Context: an optimization exercise on an open-source flow, tuned for small area. The choices shown serve that exercise and are no tape-out recipe.
In this exercise RTL edits were held to simulation tests only and were not proved equivalent to the original.
No driver is modelled on the clock port, so clocking that relies on it looks cheaper here than on a real chip.
Power figures rest on the tool's default switching activity, not on a simulated workload.

File: flow/design.v
`timescale 1ns / 1ps
module D_FF(
    input clk,  
    input rst,  
    input en,  
    input D,  
    output reg Q
    );
    always @(posedge clk)
    begin
    if (rst) Q <= 1'b0;
    else if (en) Q <= D;
    end
endmodule
`timescale 1ns / 1ps
module Slow_Clock(
    input clk_in,
    input reset,
    output slow_clk_en
    );
    reg [7:0] counter;
    always @(posedge clk_in)
    begin
    if (reset)
    counter <= 0;
    else
    counter <= (counter >= 255) ? 8'd0 : counter + 8'd1;
    end
    assign slow_clk_en = (counter == 255) ? 1'b1 : 1'b0;
endmodule
`timescale 1ns / 1ps
module debounce(
    input clk_in,
    input reset,
    input pb,
    output led
    );
    wire clk_out;
    wire Q1, Q2, Q2_bar;
  Slow_Clock u1(clk_in, reset, clk_out);
  D_FF d1(clk_in, reset, clk_out, pb, Q1); 
  D_FF D2(clk_in, reset, clk_out, Q1, Q2); 
  assign Q2_bar = ~Q2;
  assign led = Q2_bar & Q1;
endmodule
`timescale 1ns / 1ps
module Decoder_7_segment(
    input [3:0] in,  
    output reg [6:0] seg  
    );
    always @(*)
    begin
    case (in)
    0: seg=7'b0000001;  
    1: seg=7'b1001111;  
    2: seg=7'b0010010;  
    3: seg=7'b0000110;  
    4: seg=7'b1001100;  
    5: seg=7'b0100100;  
    6: seg=7'b0100000;  
    7: seg=7'b0001111;  
    8: seg=7'b0000000;  
    9: seg=7'b0000100;  
    default: seg=7'b1111111;  
    endcase
    end
endmodule
`timescale 1ns / 1ps
module Sevenseg_driver(
    input clk,
    input rst,
    input clr,
    input [3:0] in1,
    input [3:0] in2,
    input [3:0] in3,
    input [3:0] in4,
    output reg [6:0] seg,
    output reg [3:0] an
    );
    wire [6:0] seg1, seg2, seg3, seg4;
    reg [5:0] segclk;
    localparam LEFT = 2'b00, MIDLEFT = 2'b01, MIDRIGHT = 2'b10, RIGHT = 2'b11;
    reg [1:0] state;
    Decoder_7_segment disp1(in1, seg1);
    Decoder_7_segment disp2(in2, seg2);
    Decoder_7_segment disp3(in3, seg3);
    Decoder_7_segment disp4(in4, seg4);
    always @(posedge clk)
    begin
    if (rst)
    segclk <= 0;
    else if (segclk == 63)
    segclk <= 0;
    else
    segclk <= segclk + 1'b1;
    end
    always @(posedge clk)
    begin
    if (rst || clr)
    begin
    seg <= 7'b1111111;
    an <= 4'b1111;
    state <= LEFT;
    end
    else if (segclk == 63)
    begin
    case (state)
    LEFT:
    begin
    seg <= seg1;
    an <= 4'b0111;
    state <= MIDLEFT;
    end
    MIDLEFT:
    begin
    seg <= seg2;
    an <= 4'b1011;
    state <= MIDRIGHT;
    end
    MIDRIGHT:
    begin
    seg <= seg3;
    an <= 4'b1101;
    state <= RIGHT;
    end
    RIGHT:
    begin
    seg <= seg4;
    an <= 4'b1110;
    state <= LEFT;
    end
    endcase
    end
    end
endmodule
`timescale 1ns / 1ps
module binarytoBCD(
    input [11:0] binary,
    output reg [3:0] thos,
    output reg [3:0] huns,
    output reg [3:0] tens,
    output reg [3:0] ones
    );
    reg [11:0] bcd_data, bcd_data2, bcd_data3;
    always @(*)  
    begin
    bcd_data = binary;  
    thos = bcd_data/1000;  
    bcd_data2 = bcd_data%1000;  
    huns = bcd_data2/100;  
    bcd_data3 = bcd_data2%100;  
    tens = bcd_data3/10;  
    ones = bcd_data3%10;  
    end
endmodule
`timescale 1ns / 1ps
module digital_clock(  
    input clk,
    input en,
    input rst,
    input hrup,
    input minup,
    output [3:0] s1,
    output [3:0] s2,
    output [3:0] m1,
    output [3:0] m2,
    output [3:0] h1,
    output [3:0] h2
    );
   reg [5:0] hour, min, sec;  
   reg [14:0] clkc;
   always @(posedge clk)
   begin 
   if (rst == 1'b1)
   begin
   {hour,min,sec} <= 0;
   clkc <= 0;
   end
   else if (minup == 1'b1)  
   if (min == 6'd59)
   min <=0;
   else 
   min <=min+1'd1;
   else if (hrup == 1'b1)
   if (hour ==23)
   hour <= 0;
   else
   hour <= hour +1;
   else if (en == 1'b1)
   if (clkc == 32_767)
   begin
   clkc <=0;
   if (sec == 6'd59)
   begin
   sec<=0;
   if(min== 6'd59)
   begin 
   min<=0;
   if (hour == 6'd23)
   hour<=0;
   else
   hour<= hour +1'd1;
   end
   else
   min <= min + 1'd1;
   end
   else
   sec<= sec+1'd1;
   end
   else
   clkc<=clkc + 1;
   end
   binarytoBCD secs(.binary(sec), .thos(), .huns(), .tens(s2), .ones(s1));
   binarytoBCD mins(.binary(min), .thos(), .huns(), .tens(m2), .ones(m1));
   binarytoBCD hours(.binary(hour), .thos(), .huns(), .tens(h2), .ones(h1));
endmodule
`timescale 1ns / 1ps
module Top_Module(
    input clk,  
    input rst,  
    input sw,  
    input btnC,  
    input btnU,   
    input btnR,   
    output  [3:0] an, 
    output  [6:0] seg,
    output [7:0] led  
    );
    wire [3:0] s1,s2,m1,m2,h1,h2;
    reg hrup, minup, reset;
    wire btnCclr, btnUclr, btnRclr;
    reg btnCclr_prev, btnUclr_prev, btnRclr_prev;
   debounce dbC(clk, rst, btnC, btnCclr);
   debounce dbU(clk, rst, btnU, btnUclr);
   debounce dbR(clk, rst, btnR, btnRclr);
   Sevenseg_driver seg7(clk, rst, 1'b0, h2, h1, m2, m1, seg, an);  
   digital_clock clock(clk, sw, rst | btnCclr, hrup, minup, s1, s2, m1, m2, h1, h2);
   always @(posedge clk)
   begin
   if (rst == 1'b1)
   begin
   btnUclr_prev <= 1'b0;
   btnRclr_prev <= 1'b0;
   hrup <= 1'b0;
   minup <= 1'b0;
   end
   else
   begin
   btnUclr_prev <= btnUclr; 
   btnRclr_prev <= btnRclr;
   if (btnUclr_prev == 1'b0 &&  btnUclr == 1'b1) hrup <= 1'b1; else hrup <=1'b0;
   if (btnRclr_prev == 1'b0 &&  btnRclr == 1'b1) minup <= 1'b1; else minup <=1'b0;
   end
  end
  assign led[7:0] ={s2,s1};
endmodule
File: flow/run.sh
#!/bin/bash
# synth_recipe.tcl (not shown) runs the flow's synth.tcl, then flattens the netlist and writes it again
# the make line also repeats each setting of config.mk as NAME=value (left out here)
make -C /OpenROAD-flow-scripts/flow DESIGN_CONFIG=/design/flow/config.mk WORK_HOME=/design/flow/orfs CLKGATE_MAP_FILE= SYNTH_SCRIPT=/design/flow/synth_recipe.tcl finish
File: flow/config.mk
export PLATFORM = sky130hd
export DESIGN_NAME = Top_Module
export DESIGN_NICKNAME = Top_Module
export VERILOG_FILES = /design/flow/design.v
export SDC_FILE = /design/flow/constraint.sdc
export NUM_CORES = 4
export LEC_CHECK = 0
export CAP_MARGIN = 20
export CORE_MARGIN = 2
export CORE_UTILIZATION = 40
export PLACE_DENSITY = 0.6
export SLEW_MARGIN = 20
File: flow/constraint.sdc
create_clock -name core_clock -period 20.0 [get_ports {clk}]
set_input_delay 4.0000 -clock core_clock [delete_from_list [all_inputs] [get_ports {clk}]]
set_output_delay 4.0000 -clock core_clock [all_outputs]
set_load 0.01 [all_outputs]
==> results of run 1 <==
## state kept, by name (all words and copies together) (netlist names), 2 cells and up
| name | flops |
|---|---|
| clock.clkc | 15 |
| dbC.u1.counter | 8 |
| dbR.u1.counter | 8 |
| dbU.u1.counter | 8 |
| seg7.seg | 7 |
| clock.hour | 6 |
| clock.min | 6 |
| clock.sec | 6 |
| seg7.segclk | 6 |
| seg7.an | 4 |
| seg7.state | 2 |
## layout by cell type (no fill, tap or decap), types with 4 or more instances in the layout
cell             netlist  final
and2_1                11     11
o22a_1                 4      4
nand4_1               14     14
xor2_1                29     29
nand2_1               51     51
or2_2                  8      8
o21ai_0               22     22
o211ai_1               4      4
nor3b_1                5      5
dfxtp_1               86     86
o21ai_1                9      9
xnor2_1               26     26
nand3_1               26     26
a211o_1                5      5
nor2_1                92     92
nor4_1                 4      4
nor2b_1               17     17
clkbuf_16              0      9
a211oi_1               4      4
clkdlybuf4s50_1        0     23
inv_1                 31     31
mux2i_1               15     15
o31ai_1                6      6
a31oi_1               18     18
a21oi_1               28     28
nor3_1                10     10
and3_1                11     11
a21o_1                 5      5
ha_1                  55     55
## cell type report
class	count	area, µm²	area share [%]
tap	184	230	3.63
timing repair buffer	24	238	3.74
inverter	35	136	2.15
clock buffer	11	233	3.67
sequential	86	1720	27.1
multi-input combinational	551	3760	59.2
clock inverter	5	35.0	0.552
## worst max-delay path: stages (launching register included)
cell and delay (ns):
dfxtp_1 0.42, or2_2 0.37, ha_1 0.28, nor2b_1 0.31, a21oi_1 0.14, a21oi_1 0.21, xor2_1 0.25, nand2_1 0.07
nand2_1 0.06, o21ai_1 0.12, nand2b_1 0.12, xnor2_1 0.12, clkdlybuf4s50_1 0.56
## routing by layer
| metal | vias to the layer above | share of wire (%) | global-route usage, % |
|---|---|---|---|
| li1 | 2488 | - | - |
| met1 | 2243 | 49 | 21.0 |
| met2 | 70 | 47 | 25.4 |
| met3 | 17 | 3.1 | 2.28 |
| met4 | 0 | 1.8 | 6.08 |
| met5 | - | 0 | 0 |
## kinds of logic after synthesis
kind of cell | count (synthesis) | synth area share, %
and+or+nand+nor | 270 | 22.7
xor gates and xnor gates | 55 | 8.24
DFF | 86 | 29.5
other | 1 | 0.0642
AOI/OAI and AO/OA | 152 | 18.4
buffers and inverters | 75 | 6.25
adders and majority gates | 56 | 11.9
muxes | 17 | 2.95
## final timing paths
| path | startpoint | to | cells past startpoint | slack (ns) |
|---|---|---|---|---|
| setup / recovery | clock.sec[3] | led[3] | 12 | 12.62 |
| hold reg to reg | btnUclr_prev | hrup | 1 | 0.38 |
| setup reg to reg | clock.min[4] | seg7.seg[2] | 18 | 15.46 |
| hold / removal | btnUclr_prev | hrup | 1 | 0.38 |
## power groups by stage
stage               Combinational [mW]  Clock, mW  Sequential, mW
global placement               0.00953          0           0.180
CTS                            0.00983      0.158           0.176
floorplan                      0.00718          0           0.180
finish                         0.00961      0.153           0.176
global route                    0.0109      0.165           0.177
detailed placement             0.00980          0           0.180
==> impl_metrics.json, run 1 <==
{
  "die_x_um": 125,
  "final_max_slew_viol_count": 0,
  "grt_pass1_vias": 4468,
  "status": "complete, no violations",
  "fp-row-count": 44,
  "yosysTopAreaCell": "dfxtp_1",
  "synth-seq-cells": 86,
  "final_nets": 768,
  "critPathArrivalTime_ns": 3.38,
  "holdWs_ns": 0.379,
  "p_switching_mw": 0.0768,
  "finalSetupViolCount": 0,
  "place_hpwl_mm": 8.88,
  "tightest_slew_ns": 0.919,
  "period_needed_ns": 7.38,
  "fin_skew_ns": 0.0103,
  "fin_tns_setup_ns": 0,
  "holdBufCountCts": 0,
  "switching_share_pct": 22.7,
  "cts_tree": "done",
  "layout_setup_ws_ns": 12.62,
  "worst-endpoint-required_ns": 16.00,
  "rsz0062_at_grt": "no",
  "synthesis.area_per_instance_um2": 8.21,
  "grt.total_usage_pct": 15.6,
  "critPathLaunchType": "register",
  "synth_ff_type": "dfxtp_1",
  "hold_class": "reg -> reg",
  "hold_violations": 0,
  "final_area_um2": 6350,
  "period_share_pct": 36.9,
  "drt_iter0_drc": 265,
  "vias": 4818,
  "clk_latency_ns": 0.34,
  "syn_nets": 773,
  "drt_pre_antenna_iters": 5,
  "cts_resized": 0,
  "maxSlewHeadroom_pct": 38.6,
  "io_pins": 25,
  "gp_congestion": 0.863,
  "cap_violations": 0,
  "cts_setup_buffers": 0,
  "antennaDiodeCount": 0,
  "core_um2": 14400,
  "synth_edf_count": 0,
  "synth_commonest_cells": "92 x nor2_1, 86 x dfxtp_1, 55 x ha_1",
  "htree_levels": 3,
  "portBuffers": 23,
  "ys_seq_area_share_pct": 29.5,
  "grt_pass1_wl_mm": 20.8,
  "postRouteAntennaNets": 0,
  "remaining_drc_errors": 0,
  "synth.most_common_cell": "nor2_1",
  "total_power_mw": 0.339,
  "fillers": 1419,
  "cts_buffer_depth": 2,
  "fmax_mhz": 135,
  "pwr-share-clk_pct": 45.2,
  "synthTopCellsByArea": "dfxtp_1 29%, ha_1 12%, nor2_1 5.9%",
  "syn-cell-area_um2": 5840,
  "place_area_um2": 6080,
  "dp.cells": 880,
  "dp_slack_ns": 12.97,
  "dieHeight_um": 125,
  "antenna_found_initial": 0,
  "syn-instance-count": 712,
  "synthDominantCellAreaShare_pct": 29.5,
  "critPathMaxFanout": 12,
  "layout-drive-gt1-share_pct": 6.18,
  "sequentialPowerShare_pct": 52.0,
  "wire_per_inst_um": 13.5,
  "synthToLayoutAreaGrowth_pct": 8.67,
  "vias_per_cell": 5.38,
  "final_util_pct": 44.0,
  "cts_buffers": 9,
  "clock_sinks": 86,
  "p_per_area_nw_per_um2": 53.4,
  "fin_cells": 896,
  "end_kind": "output port",
  "ir_worst_vdd_uv": 43.7,
  "critPathKind": "reg -> out",
  "ys_async_sr_fraction_pct": 0,
  "clk_pin_slew_ns": 0.07,
  "p_int_mw": 0.262,
  "initial_core_util_pct": 40.5,
  "grt_max_degree": 41,
  "clock-root-buffer": "clkbuf_16",
  "globalRouteOverflowTotal": 0,
  "die_area_um2": 15600,
  "wl_mm": 12.1,
  "synth_cell_types": 82,
  "synth_warnings": 10,
  "power_leakage_nw": 2.37,
  "power_frac_comb_pct": 2.8
}
==> run 2: changes to the inputs <==
--- a/flow/design.v
+++ b/flow/design.v
@@ -223,34 +223,124 @@
     input btnU,   
     input btnR,   
-    output  [3:0] an, 
-    output  [6:0] seg,
+    output [3:0] an,
+    output [6:0] seg,
     output [7:0] led  
     );
-    wire [3:0] s1,s2,m1,m2,h1,h2;
-    reg hrup, minup, reset;
-    wire btnCclr, btnUclr, btnRclr;
-    reg btnCclr_prev, btnUclr_prev, btnRclr_prev;
-   debounce dbC(clk, rst, btnC, btnCclr);
-   debounce dbU(clk, rst, btnU, btnUclr);
-   debounce dbR(clk, rst, btnR, btnRclr);
-   Sevenseg_driver seg7(clk, rst, 1'b0, h2, h1, m2, m1, seg, an);  
-   digital_clock clock(clk, sw, rst | btnCclr, hrup, minup, s1, s2, m1, m2, h1, h2);
-   always @(posedge clk)
-   begin
-   if (rst == 1'b1)
-   begin
-   btnUclr_prev <= 1'b0;
-   btnRclr_prev <= 1'b0;
-   hrup <= 1'b0;
-   minup <= 1'b0;
-   end
-   else
-   begin
-   btnUclr_prev <= btnUclr; 
-   btnRclr_prev <= btnRclr;
-   if (btnUclr_prev == 1'b0 &&  btnUclr == 1'b1) hrup <= 1'b1; else hrup <=1'b0;
-   if (btnRclr_prev == 1'b0 &&  btnRclr == 1'b1) minup <= 1'b1; else minup <=1'b0;
-   end
-  end
-  assign led[7:0] ={s2,s1};
+    reg [7:0] cnt;
+    always @(posedge clk)
+        if (rst) cnt <= 8'd0;
+        else cnt <= cnt + 8'd1;
+    wire strobe = &cnt;               
+    wire first  = (cnt == 8'd1);      
+    reg qc1, qc2, qu1, qu2, qr1, qr2;
+    always @(posedge clk)
+        if (rst) {qc1, qc2, qu1, qu2, qr1, qr2} <= 6'd0;
+        else if (strobe) {qc1, qc2, qu1, qu2, qr1, qr2} <= {btnC, qc1, btnU, qu1, btnR, qr1};
+    wire clr   = rst | (qc1 & ~qc2);
+    wire hrup  = first & qu1 & ~qu2;
+    wire minup = first & qr1 & ~qr2;
+    reg [14:0] clkc;
+    reg [3:0] s1, m1, h1;
+    reg [2:0] s2, m2;
+    reg [1:0] h2;
+    wire s1_9 = s1[3] & s1[0];
+    wire s2_5 = s2[2] & s2[0];
+    wire m1_9 = m1[3] & m1[0];
+    wire m2_5 = m2[2] & m2[0];
+    wire h1_9 = h1[3] & h1[0];
+    wire h_23 = h2[1] & h1[1] & h1[0];
+    wire tick = &clkc;
+    always @(posedge clk)
+    begin
+        if (clr)
+        begin
+            clkc <= 15'd0;
+            {s2, s1, m2, m1, h2, h1} <= 0;
+        end
+        else if (minup)
+        begin
+            if (m1_9)
+            begin
+                m1 <= 4'd0;
+                m2 <= m2_5 ? 3'd0 : m2 + 3'd1;
+            end
+            else
+                m1 <= m1 + 4'd1;
+        end
+        else if (hrup || (sw && tick && s1_9 && s2_5 && m1_9 && m2_5))
+        begin
+            if (!hrup)
+            begin
+                clkc <= 15'd0;
+                {s2, s1, m2, m1} <= 0;
+            end
+            if (h_23)
+                {h2, h1} <= 0;
+            else if (h1_9)
+            begin
+                h1 <= 4'd0;
+                h2 <= h2 + 2'd1;
+            end
+            else
+                h1 <= h1 + 4'd1;
+        end
+        else if (sw)
+        begin
+            clkc <= clkc + 15'd1;
+            if (tick)
+            begin
+                if (s1_9)
+                begin
+                    s1 <= 4'd0;
+                    if (s2_5)
+                    begin
+                        s2 <= 3'd0;
+                        if (m1_9)
+                        begin
+                            m1 <= 4'd0;
+                            m2 <= m2 + 3'd1;
+                        end
+                        else
+                            m1 <= m1 + 4'd1;
+                    end
+                    else
+                        s2 <= s2 + 3'd1;
+                end
+                else
+                    s1 <= s1 + 4'd1;
+            end
+        end
+    end
+    reg [3:0] dig;
+    always @(posedge clk)
+        if (rst) dig <= 4'hF;
+        else if (cnt[5:0] == 6'd63)
+            case (cnt[7:6])
+                2'd0: dig <= {2'b00, h2};
+                2'd1: dig <= h1;
+                2'd2: dig <= {1'b0, m2};
+                default: dig <= m1;
+            endcase
+    wire blank = dig[3] & dig[1];     
+    assign an = blank ? 4'b1111 :
+                (cnt[7:6] == 2'd1) ? 4'b0111 :
+                (cnt[7:6] == 2'd2) ? 4'b1011 :
+                (cnt[7:6] == 2'd3) ? 4'b1101 : 4'b1110;
+    reg [6:0] sg;
+    always @(*)
+        if (dig[3])
+            sg = dig[1] ? 7'b1111111 : (dig[0] ? 7'b0000100 : 7'b0000000);
+        else
+            case (dig[2:0])
+                3'd0: sg = 7'b0000001;
+                3'd1: sg = 7'b1001111;
+                3'd2: sg = 7'b0010010;
+                3'd3: sg = 7'b0000110;
+                3'd4: sg = 7'b1001100;
+                3'd5: sg = 7'b0100100;
+                3'd6: sg = 7'b0100000;
+                default: sg = 7'b0001111;
+            endcase
+    assign seg = sg;
+    assign led = {1'b0, s2, s1};
 endmodule
--- a/flow/config.mk
+++ b/flow/config.mk
@@ -8,5 +8,6 @@
 export CAP_MARGIN = 20
 export CORE_MARGIN = 2
-export CORE_UTILIZATION = 40
-export PLACE_DENSITY = 0.6
+export CORE_UTILIZATION = 70
+export CTS_BUF_LIST = sky130_fd_sc_hd__clkbuf_4 sky130_fd_sc_hd__clkbuf_8
+export PLACE_DENSITY = 0.8
 export SLEW_MARGIN = 20
==> run 2 against run 1 <==
Net effect:
- via count shrank 51%
- sequential power shrank 39%
- register-to-register slack gained 1.9 ns
- largest cell class unchanged
- synthesized area shrank 51%
- sequential share of layout area grew 6.8 points
- sequential cell count shrank 33
- largest power group unchanged
- still clean
- cell count shrank 56%
- total power shrank 49%
==> impl_metrics.json, run 2 <==
{
  "drt_pre_antenna_iters": 4,
  "regMostFlops": "clkc",
  "period_share_pct": 30.8,
  "wl_mm": 5.65,
  "die_area_um2": 4580,
  "vias": 2361,
  "fin_tns_setup_ns": 0,
  "hold_violations": 0,
  "grt.total_usage_pct": 26.5,
  "worst-endpoint-required_ns": 20.22,
  "antennaDiodeCount": 0,
  "syn-cell-area_um2": 2840,
  "rsz0062_at_grt": "no",
  "power_leakage_nw": 1.10,
  "ir_worst_vdd_uv": 55.8,
  "synth_warnings": 1,
  "critPathMaxFanout": 15,
  "io_pins": 25,
  "fillers": 268,
  "critPathKind": "in -> reg",
  "globalRouteOverflowTotal": 0,
  "clk_pin_slew_ns": 0.10,
  "cts_setup_buffers": 0,
  "place_area_um2": 3040,
  "r2r_end": "clkc[6]",
  "vias_per_cell": 5.99,
  "final_area_um2": 3130,
  "end_kind": "register",
  "largestRegisters": "clkc (15), cnt (8)",
  "seq_area_um2": 1060,
  "r2r_start": "cnt[1]",
  "layout_commonest_cell": "dfxtp_1",
  "final_max_slew_viol_count": 0,
  "postRouteAntennaNets": 0,
  "synthTopCellsByArea": "dfxtp_1 37%, nor2_1 5.0%, xor2_1 4.3%",
  "cts_buffer_depth": 2,
  "synthToLayoutAreaGrowth_pct": 10.4,
  "status": "complete, no violations",
  "ys_seq_area_share_pct": 37.4,
  "r2r_slack_ns": 17.38,
  "largest_register_ff_count": 15,
  "cap_violations": 0,
  "clock-root-buffer": "clkbuf_8",
  "initial_core_util_pct": 71.9,
  "clock_sinks": 53,
  "synth_edf_count": 0,
  "place_hpwl_mm": 4.00,
  "cp-startpoint": "sw",
  "grt_pass1_wl_mm": 9.23,
  "cts_buffers": 5,
  "gp_congestion": 0.800,
  "synth_cell_types": 55,
  "grt_max_degree": 21,
  "remaining_drc_errors": 0,
  "critPathLaunchType": "primary input",
  "period_needed_ns": 6.16,
  "fin_skew_ns": 0.0104,
  "syn-instance-count": 333,
  "critPathArrivalTime_ns": 6.37,
  "crit_path_end": "h2[1]",
  "tightest_slew_ns": 0.951,
  "maxSlewHeadroom_pct": 36.2,
  "wire_per_inst_um": 14.3,
  "finalSetupViolCount": 0,
  "antenna_found_initial": 0,
  "core_um2": 3940,
  "synth_ff_type": "dfxtp_1",
  "layout-drive-gt1-share_pct": 5.81,
  "cts_resized": 0,
  "synth.most_common_cell": "dfxtp_1",
  "die_x_um": 67.6,
  "total_power_mw": 0.174,
  "fmax_mhz": 162,
  "synth-seq-cells": 53,
  "hold_class": "reg -> reg",
  "multi_input_comb_area_um2": 1650,
  "synth_commonest_cells": "53 x dfxtp_1, 38 x nor2_1, 30 x nand2_1",
  "htree_levels": 2,
  "syn_nets": 347,
  "reg2reg_depth": 7,
  "portBuffers": 23,
  "synthDominantCellAreaShare_pct": 37.4,
  "dieHeight_um": 67.6,
  "final_nets": 357,
  "drt_iter0_drc": 125,
  "yosysTopAreaCell": "dfxtp_1",
  "synthesis.area_per_instance_um2": 8.51,
  "grt_pass1_vias": 2072,
  "final_cell_mix": "53 x dfxtp_1, 38 x nor2_1, 30 x nand2_1",
  "p_per_area_nw_per_um2": 55.7,
  "clk_latency_ns": 0.31,
  "fp-row-count": 23,
  "holdBufCountCts": 0,
  "cts_tree": "done",
  "ys_async_sr_fraction_pct": 0
}
==> run 2: changes by cell type in the layout (fill, tap and decap cells not counted), moves of 15 or more <==
cell / before / now
nor2_1: 92 / 38
ha_1: 55 / 8
dfxtp_1: 86 / 53
inv_1: 31 / 9
nand2_1: 51 / 30
xnor2_1: 26 / 6
a31oi_1: 18 / 0
xor2_1: 29 / 14
==> run 2: cell families (layout without fill, tap and decap cells) <==
kind of cell    count (synthesis)  count (layout)  synth area share (%)
buf+inv                        29              40                  4.32
other cells                     1               1                 0.132
fa+ha+maj                       8               8                  3.53
simple gates                  149             149                  29.3
xor+xnor                       20              20                  6.18
mux                            11              11                  4.81
flops                          53              53                  37.4
compound gates                 62              62                  14.3
==> run 2: area by class of cell <==
class | count | area share (%)
Multi-Input combinational cell | 251 | 52.8
Sequential cell | 53 | 33.9
Timing Repair Buffer | 23 | 7.35
Clock buffer | 6 | 2.44
Tap cell | 50 | 2.00
Inverter | 9 | 1.08
Clock inverter | 2 | 0.480
==> run 2: metrics by stage <==
| step | utilization, % | hold WS, ns | instances | worst slack [ns] |
|---|---|---|---|---|
| floorplan | - | 0.441 | 333 | 14.60 |
| global placement | 77.1 | 0.463 | 386 | 13.61 |
| detailed placement | 77.1 | 0.470 | 386 | 13.55 |
| CTS | 79.4 | 0.484 | 394 | 13.90 |
| global route | 79.4 | 0.521 | 394 | 13.67 |
| finish | 79.4 | 0.486 | 394 | 13.84 |
==> run 2: worst max-delay path, stage by stage <==
cell	delay (ns)
clkdlybuf4s50_1	0.76
nand3_1	0.19
nor4_4	0.35
a21oi_2	0.25
or4b_1	0.54
a32o_1	0.26
==> run 2: how the worst min path moves through the flow <==
stage | cells past startpoint | to | slack (ns) | startpoint
5_1_grt | 1 | cnt[0] | 0.52 | cnt[0]
4_1_cts | 2 | clkc[1] | 0.48 | clkc[1]
3_3_place_gp | 1 | cnt[0] | 0.46 | cnt[0]
3_5_place_dp | 2 | clkc[1] | 0.47 | clkc[1]
6_report | 2 | clkc[1] | 0.49 | clkc[1]
2_1_floorplan | 1 | cnt[0] | 0.44 | cnt[0]
==> run 2: power by group <==
| part | total (mW) | switching (mW) | internal, mW |
|---|---|---|---|
| combinational | 0.00627 | 0.00389 | 0.00237 |
| sequential | 0.107 | 0.000889 | 0.106 |
| clock | 0.0609 | 0.0348 | 0.0261 |
| total | 0.174 | 0.0396 | 0.135 |
==> run 2: routing by layer <==
metal / wire [µm] / track usage, % / vias to the layer above
li1: - / - / 1204
met1: 2770 / 35.0 / 1101
met2: 2600 / 42.3 / 45
met3: 176 / 5.33 / 11
met4: 105 / 10.5 / 0
met5: 0 / 0 / -
==> run 3: changes to the inputs <==
==> flow/flow/run.sh (new file) <==
#!/bin/bash
# Own layout flow: the standard synthesis, its combinational logic re-mapped
# for area (flip-flops untouched, proven equal), then the standard layout with
# the smallest buffer on each port. Each tool's output goes to its own log here.
set -euo pipefail
W=$(pwd)
R=$W/orfs/results/$FLOW_PLATFORM/Top_Module/base
LIB=$FLOW_HOME/platforms/sky130hd/lib/sky130_fd_sc_hd__tt_025C_1v80.lib

bash standard.sh synth > $W/log_1_synth_standard.log 2>&1
cp $R/1_2_yosys.v $W/netlist_standard.v

sed -e "s#@LIB@#$LIB#g" -e "s#@IN@#$W/netlist_standard.v#" -e "s#@OUT@#$W/netlist_area.v#" \
    -e "s#@ABC@#$W/flow/area.abc#" -e "s#@STAT@#$W/netlist_area_stat.txt#" flow/resynth.ys > $W/resynth_run.ys
sed -e "s#@LIB@#$LIB#g" -e "s#@GOLD@#$W/netlist_standard.v#" -e "s#@GATE@#$W/netlist_area.v#" \
    flow/equiv.ys > $W/equiv_run.ys
if yosys -s $W/resynth_run.ys > $W/log_2_resynth.log 2>&1 && \
   yosys -s $W/equiv_run.ys > $W/log_3_equiv.log 2>&1; then
  echo "using the re-mapped netlist"
  cp $W/netlist_area.v $R/1_2_yosys.v
  rm -f $R/1_synth.odb
  bash standard.sh synth > $W/log_4_synth_odb.log 2>&1
else
  echo "re-mapping failed or not proven; keeping the standard netlist"
fi

CTS_ARGS=$(cat flow/cts_args.txt)
bash standard.sh "BUFFER_PORTS_ARGS=-buffer_cell sky130_fd_sc_hd__buf_1" "CTS_ARGS=$CTS_ARGS" finish > $W/log_5_layout.log 2>&1
==> flow/flow/area.abc (new file) <==
strash
balance -l
resub -K 6 -l
rewrite -l
resub -K 6 -N 2 -l
refactor -l
resub -K 8 -l
balance -l
resub -K 8 -N 2 -l
rewrite -l
resub -K 10 -l
rewrite -z -l
resub -K 10 -N 2 -l
balance -l
resub -K 12 -l
refactor -z -l
resub -K 12 -N 2 -l
rewrite -z -l
balance -l
&get -n
&deepsyn -T 30
&put
&get -n
&dch -f
&nf -a -R 1000
&put
==> flow/flow/cts_args.txt (new file) <==
-sink_clustering_enable -repair_clock_nets -dont_use_dummy_load -buf_list sky130_fd_sc_hd__clkbuf_16 -sink_clustering_size 60 -sink_clustering_max_diameter 500
==> flow/flow/equiv.ys (new file) <==
# Prove the re-mapped netlist equal to the standard one, flip-flop for flip-flop.
read_liberty -ignore_miss_func @LIB@
read_verilog @GOLD@
rename Top_Module gold
read_verilog @GATE@
rename Top_Module gate
flatten gold gate
rename -hide gold/w:* gate/w:* %u gold/w:*.IQ gate/w:*.IQ %u %d
opt_clean gold gate
equiv_make gold gate equiv
hierarchy -top equiv
equiv_simple -seq 1
equiv_status -assert
==> flow/flow/resynth.ys (new file) <==
# Re-map the combinational logic of the standard synthesis netlist for area.
# The flip-flop instances are kept as they are (names, cell types, nets).
read_liberty -ignore_miss_func @LIB@
read_verilog @IN@
hierarchy -top Top_Module
setattr -mod -set keep_hierarchy 1 sky130_fd_sc_hd__df* sky130_fd_sc_hd__edf* sky130_fd_sc_hd__sdf* sky130_fd_sc_hd__sedf* sky130_fd_sc_hd__dl*
flatten
rename -hide w:*.*
opt_clean -purge
abc -liberty @LIB@ -dont_use sky130_fd_sc_hd__probe_p_8 -dont_use sky130_fd_sc_hd__probec_p_8 -dont_use sky130_fd_sc_hd__lpflow_bleeder_1 -dont_use sky130_fd_sc_hd__lpflow_clkbufkapwr_1 -dont_use sky130_fd_sc_hd__lpflow_clkbufkapwr_16 -dont_use sky130_fd_sc_hd__lpflow_clkbufkapwr_2 -dont_use sky130_fd_sc_hd__lpflow_clkbufkapwr_4 -dont_use sky130_fd_sc_hd__lpflow_clkbufkapwr_8 -dont_use sky130_fd_sc_hd__lpflow_clkinvkapwr_1 -dont_use sky130_fd_sc_hd__lpflow_clkinvkapwr_16 -dont_use sky130_fd_sc_hd__lpflow_clkinvkapwr_2 -dont_use sky130_fd_sc_hd__lpflow_clkinvkapwr_4 -dont_use sky130_fd_sc_hd__lpflow_clkinvkapwr_8 -dont_use sky130_fd_sc_hd__lpflow_decapkapwr_12 -dont_use sky130_fd_sc_hd__lpflow_decapkapwr_3 -dont_use sky130_fd_sc_hd__lpflow_decapkapwr_4 -dont_use sky130_fd_sc_hd__lpflow_decapkapwr_6 -dont_use sky130_fd_sc_hd__lpflow_decapkapwr_8 -dont_use sky130_fd_sc_hd__lpflow_inputiso0n_1 -dont_use sky130_fd_sc_hd__lpflow_inputiso0p_1 -dont_use sky130_fd_sc_hd__lpflow_inputiso1n_1 -dont_use sky130_fd_sc_hd__lpflow_inputiso1p_1 -dont_use sky130_fd_sc_hd__lpflow_inputisolatch_1 -dont_use sky130_fd_sc_hd__lpflow_isobufsrc_1 -dont_use sky130_fd_sc_hd__lpflow_isobufsrc_16 -dont_use sky130_fd_sc_hd__lpflow_isobufsrc_2 -dont_use sky130_fd_sc_hd__lpflow_isobufsrc_4 -dont_use sky130_fd_sc_hd__lpflow_isobufsrc_8 -dont_use sky130_fd_sc_hd__lpflow_isobufsrckapwr_16 -dont_use sky130_fd_sc_hd__lpflow_lsbuf_lh_hl_isowell_tap_1 -dont_use sky130_fd_sc_hd__lpflow_lsbuf_lh_hl_isowell_tap_2 -dont_use sky130_fd_sc_hd__lpflow_lsbuf_lh_hl_isowell_tap_4 -dont_use sky130_fd_sc_hd__lpflow_lsbuf_lh_isowell_4 -dont_use sky130_fd_sc_hd__lpflow_lsbuf_lh_isowell_tap_1 -dont_use sky130_fd_sc_hd__lpflow_lsbuf_lh_isowell_tap_2 -dont_use sky130_fd_sc_hd__lpflow_lsbuf_lh_isowell_tap_4  -script @ABC@
opt_clean -purge
hilomap -singleton -hicell sky130_fd_sc_hd__conb_1 HI -locell sky130_fd_sc_hd__conb_1 LO
splitnets
opt_clean -purge
select Top_Module
tee -o @STAT@ stat -liberty @LIB@
write_verilog -noattr -nohex -nodec -selected @OUT@
==> flow/standard.sh (new file) <==
#!/bin/bash
# synth_recipe.tcl (not shown) runs the flow's synth.tcl, then flattens the netlist and writes it again
# the make line also repeats each setting of config.mk as NAME=value (left out here)
make -C /OpenROAD-flow-scripts/flow DESIGN_CONFIG=/design/flow/config.mk WORK_HOME=/design/flow/orfs CLKGATE_MAP_FILE= SYNTH_SCRIPT=/design/flow/synth_recipe.tcl "${@:-finish}"
--- a/flow/config.mk
+++ b/flow/config.mk
@@ -9,5 +9,4 @@
 export CORE_MARGIN = 2
 export CORE_UTILIZATION = 70
-export CTS_BUF_LIST = sky130_fd_sc_hd__clkbuf_4 sky130_fd_sc_hd__clkbuf_8
 export PLACE_DENSITY = 0.8
 export SLEW_MARGIN = 20
removed: flow/run.sh
==> run 3 against run 2 <==
Net effect:
- still clean on timing, DRC and antenna
- synthesized area is 28% lower
- die area is 26% lower
- wire length down 32%
- largest cell class is now registers
==> impl_metrics.json, run 3 <==
{
  "status": "complete, no violations",
  "die_x_um": 58.0,
  "fin_tns_setup_ns": 0,
  "p_per_area_nw_per_um2": 82.8,
  "clock-root-buffer": "clkbuf_16",
  "antenna_found_initial": 0,
  "drt_pre_antenna_iters": 4,
  "cts_buffers": 5,
  "io_pins": 25,
  "fin_skew_ns": 0.00845,
  "synthToLayoutAreaGrowth_pct": 12.3,
  "fin_cells": 290,
  "largestRegisters": "clkc (15), cnt (8)",
  "grt.total_usage_pct": 25.9,
  "initial_core_util_pct": 74.0,
  "drt_iter0_drc": 138,
  "holdBufCountCts": 0,
  "syn-instance-count": 231,
  "period_needed_ns": 8.34,
  "globalRouteOverflowTotal": 0,
  "hold_class": "reg -> reg",
  "layout_setup_ws_ns": 11.66,
  "portBuffers": 23,
  "syn_nets": 237,
  "remaining_drc_errors": 0,
  "htree_levels": 2,
  "wire_per_inst_um": 13.2,
  "r2r_start": "cnt[6]",
  "worst-endpoint-required_ns": 20.22,
  "critPathLaunchType": "primary input",
  "syn-cell-area_um2": 2040,
  "grt_max_degree": 16,
  "postRouteAntennaNets": 0,
  "place_hpwl_mm": 2.60,
  "fp-row-count": 19,
  "layout_commonest_cell": "dfxtp_1",
  "final_nets": 267,
  "final_cell_mix": "53 x dfxtp_1, 36 x nor2_1, 31 x a21oi_1",
  "end_kind": "register",
  "dieHeight_um": 58.0,
  "cts_resized": 0,
  "die_area_um2": 3360,
  "synth_warnings": 1,
  "tightest_slew_ns": 0.965,
  "dp_slack_ns": 11.49,
  "clock_sinks": 53,
  "period_share_pct": 41.7,
  "vias_per_cell": 5.85,
  "worstHoldEndpoint": "clkc[4]",
  "r2r_end": "h1[2]",
  "hp-start": "clkc[4]",
  "cts_buffer_depth": 2,
  "gp_congestion": 0.802,
  "clk_latency_ns": 0.28,
  "core_um2": 2760,
  "wl_mm": 3.84,
  "maxSlewHeadroom_pct": 35.6,
  "holdWs_ns": 0.469,
  "grt_pass1_vias": 1504,
  "cts_setup_buffers": 0,
  "layout-drive-gt1-share_pct": 2.70,
  "grt_pass1_wl_mm": 6.51,
  "clk_pin_slew_ns": 0.06,
  "power_leakage_nw": 0.882,
  "final_max_slew_viol_count": 0,
  "regMostFlops": "clkc",
  "ir_worst_vdd_uv": 100,
  "cts_tree": "done",
  "critPathMaxFanout": 6,
  "vias": 1696,
  "dp.cells": 285,
  "synthesis.area_per_instance_um2": 8.83,
  "largest_register_ff_count": 15,
  "hold_violations": 0,
  "holdPathStages": 1,
  "cap_violations": 0,
  "reg2reg_depth": 24,
  "critPathArrivalTime_ns": 8.56,
  "r2r_slack_ns": 14.48,
  "critPathKind": "in -> reg",
  "finalSetupViolCount": 0,
  "antennaDiodeCount": 0,
  "fmax_mhz": 120,
  "rsz0062_at_grt": "no"
}
## run 3: through the flow
step	cell area (µm²)	power [mW]	utilization [%]
floorplan	2040	0.114	-
global placement	2170	0.116	78.5
detailed placement	2170	0.116	78.5
CTS	2290	0.190	83.1
global route	2290	0.195	83.1
finish	2290	0.190	83.1
## run 3: final cells by class
type | count | area (µm²)
fillers | 191 | 467
repair buffers | 23 | 86.3
well taps | 31 | 38.8
flip-flops and latches | 53 | 1060
multi-input cells | 176 | 972
clock buffers | 5 | 125
inverters | 2 | 7.51
## run 3: worst max-delay path: stages
cell,delay (ns)
buf_1,0.06
nor3b_1,0.27
and3_1,0.25
and3_1,0.23
and3_1,0.25
and3_1,0.22
and3_1,0.25
and3_1,0.21
and2_0,0.25
and3_1,0.22
and2_0,0.26
and3_1,0.28
a21oi_1,0.10
nor2b_1,0.32
and3_1,0.31
a21oi_1,0.10
nor2_1,0.13
and2_0,0.25
nand2_1,0.13
nor4_1,0.26
nor2_1,0.07
a21oi_1,0.11
## run 3: per-layer routing
layer	GRT usage [%]	wire (µm)
met5	0	0
met4	12.6	78
met3	4.91	156
met2	42.4	1820
met1	32.9	1780
## run 3: report_power, final
group	switching, mW	internal [mW]	total (mW)
clock	0.0316	0.0442	0.0758
combinational	0.00366	0.00203	0.00569
sequential	0.00149	0.107	0.108
total	0.0367	0.153	0.190
## run 3: worst max path at each step
stage	cells after the start	start	endpoint	slack [ns]
2_1_floorplan	21	sw	h1[2]	12.02
6_report	22	sw	h1[2]	11.66
4_1_cts	22	sw	h1[2]	11.70
3_3_place_gp	22	sw	h1[2]	11.69
3_5_place_dp	22	sw	h1[2]	11.49
5_1_grt	22	sw	h1[2]	11.04
==> run 4: changes to the inputs <==
==> flow/flow/cts_args.txt (replaced) <==
-sink_clustering_enable -repair_clock_nets -dont_use_dummy_load -buf_list sky130_fd_sc_hd__clkbuf_8
==> run 4 against run 3 <==
Net effect:
- still clean on timing, DRC and antenna
- sequential power is essentially flat
- combinational power shrank 3%
- core utilization shrank 2.0 points
- setup slack gained 0.052 ns
- sequential share of layout area grew 1.2 points
- sequential cell count is the same
- synthesized cell count is the same
- clock-buffer cell count is the same
- fmax grew 0.63%
- cell area shrank 2.5%
- register-to-register slack gained 0.03 ns
- total power shrank 13%
- largest cell class unchanged
==> impl_metrics.json, run 4 <==
{
  "status": "complete, no violations",
  "hp-start": "clkc[4]",
  "cap_violations": 0,
  "critPathMaxFanout": 6,
  "portBuffers": 23,
  "antennaDiodeCount": 0,
  "power_frac_comb_pct": 3.3,
  "fillers": 199,
  "die_x_um": 58.0,
  "rsz0062_at_grt": "no",
  "final_util_pct": 81.0,
  "syn_nets": 237,
  "tightest_slew_ns": 0.920,
  "remaining_drc_errors": 0,
  "grt.total_usage_pct": 25.2,
  "regMostFlops": "clkc",
  "p_int_mw": 0.131,
  "drt_pre_antenna_iters": 4,
  "clk_latency_ns": 0.31,
  "fin_skew_ns": 0.0143,
  "final_cell_mix": "53 x dfxtp_1, 36 x nor2_1, 31 x a21oi_1",
  "critPathKind": "in -> reg",
  "clk_pin_slew_ns": 0.09,
  "htree_levels": 2,
  "wl_mm": 3.60,
  "core_um2": 2760,
  "period_share_pct": 41.5,
  "final_nets": 267,
  "switching_share_pct": 20.4,
  "largestRegisters": "clkc (15), cnt (8)",
  "hold_class": "reg -> reg",
  "largest_register_ff_count": 15,
  "finalSetupViolCount": 0,
  "ir_worst_vdd_uv": 79.1,
  "final_max_slew_viol_count": 0,
  "period_needed_ns": 8.29,
  "multi_input_comb_area_um2": 972,
  "grt_pass1_vias": 1467,
  "pwr-share-clk_pct": 31.1,
  "synthesis.area_per_instance_um2": 8.83,
  "hold_violations": 0,
  "grt_pass1_wl_mm": 6.30,
  "vias": 1696,
  "dp.cells": 285,
  "critPathArrivalTime_ns": 8.54,
  "p_switching_mw": 0.0336,
  "place_hpwl_mm": 2.60,
  "r2r_start": "cnt[6]",
  "io_pins": 25,
  "clock-root-buffer": "clkbuf_8",
  "globalRouteOverflowTotal": 0,
  "syn-cell-area_um2": 2040,
  "fin_cells": 290,
  "fmax_mhz": 121,
  "cts_resized": 0,
  "cts_buffer_depth": 2,
  "layout_setup_ws_ns": 11.71,
  "layout_commonest_cell": "dfxtp_1",
  "holdWs_ns": 0.477,
  "layout-drive-gt1-share_pct": 2.70,
  "clock_sinks": 53,
  "seq_area_um2": 1060,
  "critPathLaunchType": "primary input",
  "sequentialPowerShare_pct": 65.6,
  "end_kind": "register",
  "power_leakage_nw": 0.857,
  "holdBufCountCts": 0,
  "antenna_found_initial": 0,
  "p_per_area_nw_per_um2": 73.7,
  "dp_slack_ns": 11.49,
  "syn-instance-count": 231,
  "initial_core_util_pct": 74.0,
  "worst-endpoint-required_ns": 20.24,
  "dieHeight_um": 58.0,
  "wire_per_inst_um": 12.4,
  "synth_warnings": 1,
  "drt_iter0_drc": 115,
  "fin_tns_setup_ns": 0,
  "grt_max_degree": 16,
  "fp-row-count": 19,
  "cp-startpoint": "sw",
  "gp_congestion": 0.802,
  "die_area_um2": 3360,
  "cts_setup_buffers": 0,
  "postRouteAntennaNets": 0,
  "cts_tree": "done",
  "maxSlewHeadroom_pct": 38.7,
  "cts_buffers": 5,
  "synthToLayoutAreaGrowth_pct": 9.50,
  "vias_per_cell": 5.85
}
[run 4: area by class of cell]
type                            instances  area share, %
Clock buffer                            5           3.08
Inverter                                2          0.336
Multi-Input combinational cell        176           43.5
Sequential cell                        53           47.5
Tap cell                               31           1.74
Timing Repair Buffer                   23           3.86
[run 4: metal layers]
| layer | vias up | part of all wire, % | global-route usage, % | routed length [µm] |
|---|---|---|---|---|
| met3 | 9 | 5.0 | 6.70 | 180 |
| met1 | 766 | 45 | 32.1 | 1600 |
| met2 | 39 | 48 | 40.4 | 1740 |
| met4 | 0 | 2.1 | 11.0 | 77 |
| met5 | - | 0 | 0 | 0 |
| li1 | 882 | - | - | - |
[run 4: worst max-delay path, cell delays in order]
cell and delay (ns):
buf_1 0.06, nor3b_1 0.24, and3_1 0.24, and3_1 0.23
and3_1 0.24, and3_1 0.22, and3_1 0.24, and3_1 0.21
and2_0 0.24, and3_1 0.22, and2_0 0.29, and3_1 0.29
a21oi_1 0.10, nor2b_1 0.32, and3_1 0.31, a21oi_1 0.10
nor2_1 0.13, and2_0 0.25, nand2_1 0.12, nor4_1 0.26
nor2_1 0.07, a21oi_1 0.11
[run 4: final timing paths]
path / end / slack [ns] / cells after the start
setup / recovery: h1[2] / 11.71 / 22
hold / removal: clkc[4] / 0.48 / 1
setup reg to reg: h1[2] / 14.51 / 24
hold reg to reg: clkc[4] / 0.48 / 1
[run 4: power groups by stage]
stage                     clock network [mW]  registers [mW]  logic, mW
after floorplan                            0           0.110    0.00394
after global placement                     0           0.110    0.00532
after detailed placement                   0           0.110    0.00554
after CTS                             0.0532           0.108    0.00555
after global routing                  0.0562           0.108    0.00633
final                                 0.0512           0.108    0.00552
[run 4: through the flow]
| stage | cell area, µm² | power, mW |
|---|---|---|
| 6_report | 2230 | 0.165 |
| 3_5_place_dp | 2170 | 0.116 |
| 5_1_grt | 2230 | 0.171 |
| 4_1_cts | 2230 | 0.167 |
| 3_3_place_gp | 2170 | 0.116 |
| 2_1_floorplan | 2040 | 0.114 |
==> run 5: changes to the inputs <==
--- a/flow/flow/run.sh
+++ b/flow/flow/run.sh
@@ -25,4 +25,6 @@
 fi
 
-CTS_ARGS=$(cat flow/cts_args.txt)
-bash standard.sh "BUFFER_PORTS_ARGS=-buffer_cell sky130_fd_sc_hd__buf_1" "CTS_ARGS=$CTS_ARGS" finish > $W/log_5_layout.log 2>&1
+bash standard.sh "BUFFER_PORTS_ARGS=-buffer_cell sky130_fd_sc_hd__buf_1" place > $W/log_5_place.log 2>&1
+RESULTS=$R CLK_GROUPS=3 CLK_BUF=sky130_fd_sc_hd__clkbuf_8 \
+  openroad -no_init -exit flow/cts_manual.tcl > $W/log_6_cts_manual.log 2>&1
+bash standard.sh finish > $W/log_7_route_finish.log 2>&1
==> flow/flow/cts_manual.tcl (new file) <==
# Clock buffering in place of TritonCTS: the clock port drives CLK_GROUPS
# buffers directly, each driving the clock pins of one cluster of flip-flops
# (k-means on their placed locations), all at the same depth.
set platform $::env(FLOW_HOME)/platforms/sky130hd
read_lef $platform/lef/sky130_fd_sc_hd.tlef
read_lef $platform/lef/sky130_fd_sc_hd_merged.lef
read_liberty $platform/lib/sky130_fd_sc_hd__tt_025C_1v80.lib
set R $::env(RESULTS)
read_db $R/3_place.odb
read_sdc $R/3_place.sdc
source $platform/setRC.tcl

set k $::env(CLK_GROUPS)
set buf $::env(CLK_BUF)
set block [ord::get_db_block]
set net [$block findNet clk]
set sinks {}
foreach it [$net getITerms] {
  set inst [$it getInst]
  set loc [$inst getLocation]
  lappend sinks [list [lindex $loc 0] [lindex $loc 1] "[$inst getName]/[[$it getMTerm] getName]"]
}
set sinks [lsort -integer -index 0 $sinks]
set n [llength $sinks]
# initial centres: split the x-sorted sinks into k runs
set centres {}
for {set g 0} {$g < $k} {incr g} {
  set grp [lrange $sinks [expr {$g * $n / $k}] [expr {($g + 1) * $n / $k - 1}]]
  set sx 0.0; set sy 0.0
  foreach s $grp { set sx [expr {$sx + [lindex $s 0]}]; set sy [expr {$sy + [lindex $s 1]}] }
  lappend centres [list [expr {$sx / [llength $grp]}] [expr {$sy / [llength $grp]}]]
}
for {set iter 0} {$iter < 20} {incr iter} {
  for {set g 0} {$g < $k} {incr g} { set mem($g) {} }
  foreach s $sinks {
    set best 0; set bd 1e30
    for {set g 0} {$g < $k} {incr g} {
      set c [lindex $centres $g]
      set d [expr {abs([lindex $s 0] - [lindex $c 0]) + abs([lindex $s 1] - [lindex $c 1])}]
      if {$d < $bd} { set bd $d; set best $g }
    }
    lappend mem($best) $s
  }
  set centres {}
  for {set g 0} {$g < $k} {incr g} {
    set sx 0.0; set sy 0.0
    foreach s $mem($g) { set sx [expr {$sx + [lindex $s 0]}]; set sy [expr {$sy + [lindex $s 1]}] }
    set m [expr {max(1, [llength $mem($g)])}]
    lappend centres [list [expr {$sx / $m}] [expr {$sy / $m}]]
  }
}
for {set g 0} {$g < $k} {incr g} {
  if {[llength $mem($g)] == 0} continue
  set pins {}
  foreach s $mem($g) { lappend pins [get_pins [lindex $s 2]] }
  set c [lindex $centres $g]
  set dbu [$block getDbUnitsPerMicron]
  puts "clock group $g: [llength $mem($g)] sinks"
  insert_buffer -buffer_cell $buf -net clk -load_pins $pins \
    -location [list [expr {[lindex $c 0] / $dbu}] [expr {[lindex $c 1] / $dbu}]] \
    -buffer_name clkbuf_leaf_$g -net_name clknet_leaf_$g
}
foreach g [$block getNets] {
  if {[string match clknet_leaf_* [$g getName]] || [$g getName] == "clk"} { $g setSigType CLOCK }
}
set_propagated_clock [all_clocks]
detailed_placement
check_placement -verbose
estimate_parasitics -placement
report_clock_skew
set mx 0
foreach p [get_pins -hierarchical */CLK] { set s [get_property $p slew_max]; if {$s > $mx} {set mx $s} }
puts "largest clock pin slew (placement estimate): $mx"
puts "clock net pins: [llength [$net getITerms]]"
write_db $R/4_1_cts.odb
write_sdc -no_timestamp $R/4_cts.sdc
--- a/flow/config.mk
+++ b/flow/config.mk
@@ -8,5 +8,5 @@
 export CAP_MARGIN = 20
 export CORE_MARGIN = 2
-export CORE_UTILIZATION = 70
-export PLACE_DENSITY = 0.8
+export CORE_UTILIZATION = 45
+export PLACE_DENSITY = 0.7
 export SLEW_MARGIN = 20
removed: flow/flow/cts_args.txt
==> run 5 against run 4 <==
Net effect:
- still clean
- via count fell by 1.9%
- register-to-register slack improved by 0.10 ns
- die area rose by 51%
- synthesized area did not move
- first-iteration DRC count fell by 24%
- critical path depth did not move
- sequential cell count did not move
- critical endpoint unchanged
- largest power group unchanged
==> impl_metrics.json, run 5 <==
{
  "cp_slowest_cell": "and3_1",
  "hold_class": "reg -> reg",
  "layout-drive-gt1-share_pct": 1.95,
  "drt_iter0_drc": 87,
  "hp-start": "clkc[10]",
  "grt.total_usage_pct": 14.3,
  "critPathArrivalTime_ns": 8.43,
  "fin_cells": 309,
  "postRouteAntennaNets": 0,
  "multi_input_comb_area_um2": 972,
  "core_um2": 4350,
  "final_cell_mix": "53 x dfxtp_1, 36 x nor2_1, 31 x a21oi_1",
  "portBuffers": 23,
  "die_area_um2": 5090,
  "syn-instance-count": 231,
  "cap_violations": 0,
  "maxSlewHeadroom_pct": 31.1,
  "hold_violations": 0,
  "synth_warnings": 1,
  "antenna_found_initial": 0,
  "reg2reg_depth": 24,
  "grt_pass1_vias": 1498,
  "syn_nets": 237,
  "place_hpwl_mm": 2.63,
  "critPathLaunchType": "primary input",
  "holdPathStages": 1,
  "clk_latency_ns": 0.17,
  "p_per_area_nw_per_um2": 67.7,
  "antennaDiodeCount": 0,
  "path_cells": "buf_1 > nor3b_1 > and3_1 > and3_1 > and3_1 > and3_1 > and3_1 > and3_1 > and2_0 > and3_1 > and2_0 > and3_1 > a21oi_1 > nor2b_1 > and3_1 > a21oi_1 > nor2_1 > and2_0 > nand2_1 > nor4_1 > nor2_1 > a21oi_1",
  "final_nets": 265,
  "globalRouteOverflowTotal": 0,
  "dp.cells": 306,
  "cpPeakStageDelay_ns": 0.31,
  "regMostFlops": "clkc",
  "vias_per_cell": 5.38,
  "fin_tns_setup_ns": 0,
  "tightest_slew_ns": 1.03,
  "dieHeight_um": 71.3,
  "remaining_drc_errors": 0,
  "cp_common_cell": "and3_1",
  "clk_pin_slew_ns": 0.09,
  "ir_worst_vdd_uv": 54.4,
  "finalSetupViolCount": 0,
  "largest_register_ff_count": 15,
  "fp-row-count": 24,
  "critPathKind": "in -> reg",
  "dp_slack_ns": 11.49,
  "worstHoldEndpoint": "clkc[10]",
  "io_pins": 25,
  "critPathMaxFanout": 6,
  "vias": 1663,
  "worst-endpoint-required_ns": 20.09,
  "wl_mm": 3.51,
  "synthToLayoutAreaGrowth_pct": 9.44,
  "r2r_end": "h1[2]",
  "status": "complete, no violations",
  "drt_pre_antenna_iters": 4,
  "syn-cell-area_um2": 2040,
  "final_util_pct": 51.3,
  "rsz0062_at_grt": "no",
  "final_max_slew_viol_count": 0,
  "wire_per_inst_um": 11.4,
  "gp_congestion": 0.728,
  "synthesis.area_per_instance_um2": 8.83,
  "seq_area_um2": 1060,
  "fin_skew_ns": 0.0386,
  "r2r_slack_ns": 14.61,
  "largestRegisters": "clkc (15), cnt (8)",
  "holdWs_ns": 0.473,
  "fillers": 408,
  "grt_pass1_wl_mm": 6.34,
  "power_leakage_nw": 0.842,
  "layout_commonest_cell": "dfxtp_1",
  "period_share_pct": 41.7,
  "initial_core_util_pct": 46.9,
  "period_needed_ns": 8.34,
  "r2r_start": "cnt[7]",
  "fmax_mhz": 120,
  "die_x_um": 71.3,
  "grt_max_degree": 25,
  "layout_setup_ws_ns": 11.66,
  "end_kind": "register"
}
## run 5: metal layers
layer | part of all wire [%] | global-route usage [%]
met1 | 47 | 19.0
met2 | 44 | 25.3
met3 | 6.1 | 1.55
met4 | 2.0 | 2.73
met5 | 0 | 0
## run 5: worst max-delay path by stage
stage,startpoint,endpoint,slack [ns],depth (start not counted)
2_1_floorplan,sw,h1[2],12.02,21
3_3_place_gp,sw,h1[2],11.64,22
3_5_place_dp,sw,h1[2],11.49,22
5_1_grt,sw,h1[2],10.99,22
6_report,sw,h1[2],11.66,22
## run 5: report_power, final
part	internal [mW]	switching [mW]	total, mW	leakage, nW
clock	0.0139	0.0238	0.0377	0.0216
combinational	0.00203	0.00349	0.00552	0.392
sequential	0.107	0.00141	0.108	0.428
total	0.122	0.0287	0.151	0.842
## run 5: final cells by class
class	instances	share of cell area, %
inverter	2	0.336
clock buffer	3	1.85
timing repair buffer	23	3.87
tap	52	2.91
sequential	53	47.5
multi-input combinational	176	43.5
## run 5: worst max-delay path, delay by kind of cell
| family | cells | cell delay, ns |
|---|---|---|
| compound gates | 3 | 0.31 |
| buf+inv | 1 | 0.06 |
| simple gates | 18 | 4.03 |
## run 5: stage by stage
stage,total power [mW],instance area (µm²)
floorplan,0.114,2040
global placement,0.116,2190
detailed placement,0.116,2190
global route,0.158,2230
finish,0.151,2230

==> static timing again, ports no longer ideal <==
Ports are ideal in the flow. The routed layouts listed here were re-timed in OpenROAD. Step 1: set_driving_cell puts a clkbuf_16 on clk and a buf_2 on each other input, an assumption about the parent block. Step 2 times the ports against the registers' clock, not the clock port: input delays grow and output delays shrink by t, the midpoint of the rising clock arrivals with the driver on. Three values: no drivers, after step 1, after step 2; two values: the first two.
| run | t, ns | setup slack, ns | clock arrival spread, ns | worst data-port slew with drivers (ns) |
|---|---|---|---|---|
| run 1 | 0.376 | 12.617 / 12.578 / 12.954 | 0.011 / 0.010 | 0.04 |
| run 2 | 0.336 | 13.844 / 13.846 / 13.511 | 0.010 / 0.011 | 0.04 |
| run 3 | 0.310 | 11.656 / 11.662 / 11.352 | 0.008 / 0.008 | 0.03 |
| run 4 | 0.322 | 11.708 / 11.709 / 11.387 | 0.014 / 0.015 | 0.03 |
| run 5 | 0.199 | 11.663 / 11.685 / 11.486 | 0.039 / 0.038 | 0.03 |
After both steps every run listed still meets setup and hold. For run 2, which loses most, drivers alone change the setup slack by +0.002 ns; drivers and shift together by -0.333 ns.
